This is an optimization exercise on Yosys and OpenROAD, whose aim is small area, a short achievable clock period and few clock cycles, not a production implementation.
The clock port is modelled as an ideal driver, which makes a skipped or thinned clock tree look cheaper than it is; a real chip needs a root buffer or a tree.
No activity file was given, so power comes from the tool's default toggle rates.

Setup of R:
==> flow/design.v <==
module rf_ao22 (
    input  logic a1, a2, b1, b2,
    output logic y
);
    assign y = (a1 & a2) | (b1 & b2);
endmodule
module rf_and2 (
    input  logic a, b,
    output logic y
);
    assign y = a & b;
endmodule
module rf_nand2 (
    input  logic a, b,
    output logic y
);
    assign y = !(a & b);
endmodule
module rf_and4 (
    input  logic a, b, c, d,
    output logic y
);
    assign y = a & b & c & d;
endmodule
module rf_nor2 (
    input  logic a, b,
    output logic y
);
    assign y = !(a | b);
endmodule
module rf_nand4 (
    input  logic a, b, c, d,
    output logic y
);
    assign y = !(a & b & c & d);
endmodule
module top_axi_lite (
    input  logic        clk,
    input  logic        rstn,
    input  logic        start,
    input  logic        mode,        
    input  logic [31:0] addr,
    input  logic [31:0] wdata_in,
    output logic [31:0] rdata_out,
    output logic        done
);
    logic [31:0] mem [0:15];
    logic [31:0] mem_d [0:15];
    logic [31:0] rd;
    logic [3:0] lo, hi;
    logic [5:4] an;
    always_comb begin
        for (int j = 0; j < 4; j++) begin
            lo[j]  = (addr[3:2] == 2'(j));
            hi[j]  = (addr[5:4] == 2'(j));
        end
        an = ~addr[5:4];
    end
    logic [3:0] whi [0:1];
    for (genvar h = 0; h < 2; h++) begin : g_whi
        for (genvar k = 0; k < 4; k++) begin : g_k
            rf_and4 u_whi (
                .a(start), .b(mode),
                .c(k[1] ? addr[5] : an[5]), .d(k[0] ? addr[4] : an[4]),
                .y(whi[h][k])
            );
        end
    end
    logic [15:0] we [0:1];
    logic [15:0] hold [0:1];
    logic [15:0] sel [0:1];
    for (genvar h = 0; h < 2; h++) begin : g_half
        for (genvar i = 0; i < 16; i++) begin : g_word
            rf_and2  u_we   (.a(whi[h][i/4]), .b(lo[i%4]), .y(we[h][i]));
            rf_nand2 u_hold (.a(whi[h][i/4]), .b(lo[i%4]), .y(hold[h][i]));
            rf_and2  u_sel  (.a(hi[i/4]),  .b(lo[i%4]), .y(sel[h][i]));
        end
    end
    for (genvar i = 0; i < 16; i++) begin : g_word
        for (genvar b = 0; b < 32; b++) begin : g_bit
            rf_ao22 u_next (
                .a1(we[b/16][i]), .a2(wdata_in[b]), .b1(hold[b/16][i]), .b2(mem[i][b]),
                .y(mem_d[i][b])
            );
        end
    end
    always_ff @(posedge clk) begin
        for (int i = 0; i < 16; i++) mem[i] <= mem_d[i];
    end
    logic [7:0] part [0:31];
    logic [3:0] quad [0:31];
    for (genvar b = 0; b < 32; b++) begin : g_rd
        for (genvar k = 0; k < 8; k++) begin : g_ao22
            rf_ao22 u_part (
                .a1(sel[b/16][2*k]),   .a2(mem[2*k][b]),
                .b1(sel[b/16][2*k+1]), .b2(mem[2*k+1][b]),
                .y(part[b][k])
            );
        end
        for (genvar k = 0; k < 4; k++) begin : g_nor2
            rf_nor2 u_quad (.a(part[b][2*k]), .b(part[b][2*k+1]), .y(quad[b][k]));
        end
        rf_nand4 u_rd (.a(quad[b][0]), .b(quad[b][1]), .c(quad[b][2]), .d(quad[b][3]), .y(rd[b]));
    end
    always_ff @(posedge clk) begin
        rdata_out <= rd;
    end
    always_ff @(posedge clk or negedge rstn) begin
        if (!rstn) done <= 1'b0;
        else       done <= start;
    end
endmodule
Settings: LEC_CHECK=0, CAP_MARGIN=20, CORE_MARGIN=2, CORE_UTILIZATION=55, SETUP_SLACK_MARGIN=1.85, SLEW_MARGIN=20, SYNTH_HIERARCHICAL=1, SYNTH_MINIMUM_KEEP_SIZE=0; clock period 3.5 ns.
standard.sh (not shown) runs the stock make flow with config.mk's settings and CLKGATE_MAP_FILE= SYNTH_SCRIPT=/design/flow/synth_recipe.tcl, a recipe that flattens the netlist after the stock synthesis.
==> flow/flow/run.sh <==
#!/bin/bash
# The standard layout with two changes:
#  - ports are buffered with buf_4 cells instead of the cell buffer_ports picks;
#  - at the end of the CTS step, flow/clock_tree.tcl replaces the clock tree
#    with a two-level one (clock port -> 2 root buffers -> 32 clkbuf_8 leaf buffers ->
#    flip-flops) and repairs timing again.
# Full output in standard.log (ORFS's per-step logs are under orfs/logs).
set -euo pipefail
export CT_LEAFS=32 CT_ROOTS=2 CT_LEAF_BUF=sky130_fd_sc_hd__clkbuf_8
bash standard.sh "BUFFER_PORTS_ARGS=-buffer_cell sky130_fd_sc_hd__buf_4" \
  "POST_CTS_TCL=$PWD/flow/clock_tree.tcl" finish > standard.log 2>&1
Other scripts of this flow, unchanged in this note and not shown: flow/flow/clock_tree.tcl
Setup changes, R to S
==> flow/design.v <==
module rf_ao22 (
    input  logic a1, a2, b1, b2,
    output logic y
);
    assign y = (a1 & a2) | (b1 & b2);
endmodule
module rf_and2 (
    input  logic a, b,
    output logic y
);
    assign y = a & b;
endmodule
module rf_nand2 (
    input  logic a, b,
    output logic y
);
    assign y = !(a & b);
endmodule
module rf_oct (
    input  logic [7:0] s, m,
    output logic y
);
    assign y = |(s & m);
endmodule
module rf_or2 (
    input  logic a, b,
    output logic y
);
    assign y = a | b;
endmodule
module top_axi_lite (
    input  logic        clk,
    input  logic        rstn,
    input  logic        start,
    input  logic        mode,        
    input  logic [31:0] addr,
    input  logic [31:0] wdata_in,
    output logic [31:0] rdata_out,
    output logic        done
);
    logic [31:0] mem [0:15];
    logic [31:0] mem_d [0:15];
    logic [31:0] rd;
    logic [3:0] lo, hi, whi;
    always_comb begin
        for (int j = 0; j < 4; j++) begin
            lo[j]  = (addr[3:2] == 2'(j));
            hi[j]  = (addr[5:4] == 2'(j));
            whi[j] = start && mode && (addr[5:4] == 2'(j));
        end
    end
    logic [15:0] we [0:1];
    logic [15:0] hold [0:1];
    logic [15:0] sel [0:1];
    for (genvar h = 0; h < 2; h++) begin : g_half
        for (genvar i = 0; i < 16; i++) begin : g_word
            rf_and2  u_we   (.a(whi[i/4]), .b(lo[i%4]), .y(we[h][i]));
            rf_nand2 u_hold (.a(whi[i/4]), .b(lo[i%4]), .y(hold[h][i]));
            rf_and2  u_sel  (.a(hi[i/4]),  .b(lo[i%4]), .y(sel[h][i]));
        end
    end
    for (genvar i = 0; i < 16; i++) begin : g_word
        for (genvar b = 0; b < 32; b++) begin : g_bit
            rf_ao22 u_next (
                .a1(we[b/16][i]), .a2(wdata_in[b]), .b1(hold[b/16][i]), .b2(mem[i][b]),
                .y(mem_d[i][b])
            );
        end
    end
    always_ff @(posedge clk) begin
        for (int i = 0; i < 16; i++) mem[i] <= mem_d[i];
    end
    logic [1:0] oct [0:31];
    for (genvar b = 0; b < 32; b++) begin : g_rd
        for (genvar k = 0; k < 2; k++) begin : g_oct
            logic [7:0] m;
            for (genvar w = 0; w < 8; w++) begin : g_m
                assign m[w] = mem[8*k+w][b];
            end
            rf_oct u_oct (.s(sel[b/16][8*k +: 8]), .m(m), .y(oct[b][k]));
        end
        rf_or2 u_rd (.a(oct[b][0]), .b(oct[b][1]), .y(rd[b]));
    end
    always_ff @(posedge clk) begin
        rdata_out <= rd;
    end
    always_ff @(posedge clk or negedge rstn) begin
        if (!rstn) done <= 1'b0;
        else       done <= start;
    end
endmodule
## What came out
- Slew at the pin with the worst max-slew slack (higher): S
- Against R, S reports a non-filler instance count after layout that is lower.
- Across both runs, utilization was higher for S than for R.
- Summary of S over R: routed wire length on met2 moved down, part of the power in the clock network level, well-tap cell count moved down, aggregate routed wire length moved up, multi-input logic portion of the cell area moved up.
- Changes observed in S relative to R: post-route worst setup slack went up 0.0069 ns; slack of the worst reg-to-reg path went down 0.02 ns.
- Initial core utilization, S and R: higher on S
- Number of logic stages on the critical path including buffering was lower in S than in R.
- The die area in S was lower than what R gave.
No functional check of the RTL was part of any run of this note. In every run of this note, the design's own scripts or RTL, not TritonCTS, make the clock network.

## what the ideal ports hide
How much do the figures lean on ideal ports? The routed layouts below were timed once more, with nothing changed but the port constraints. Step 1: set_driving_cell puts a clkbuf_16 on clk and a buf_2 on each other input, an assumption about the parent block. Step 2, shift: input delay + t, output delay - t, t = (earliest + latest rising clock arrival at the registers) / 2. This alone moves slack from input paths to output paths. Three values: ideal ports, drivers, drivers and shift; two values: the first two.
run	t (ns)	slack for setup (ns)	latest minus earliest clock arrival (ns)	worst slew at a driven data input, ns
R	0.497	1.763 / 1.766 / 1.269	0.042 / 0.041	0.13
S	0.497	1.770 / 1.762 / 1.266	0.034 / 0.034	0.14
After both steps setup and hold are still met in every run listed. The setup slack of S, which loses most, moves by -0.008 ns with the drivers and by -0.504 ns with both steps.
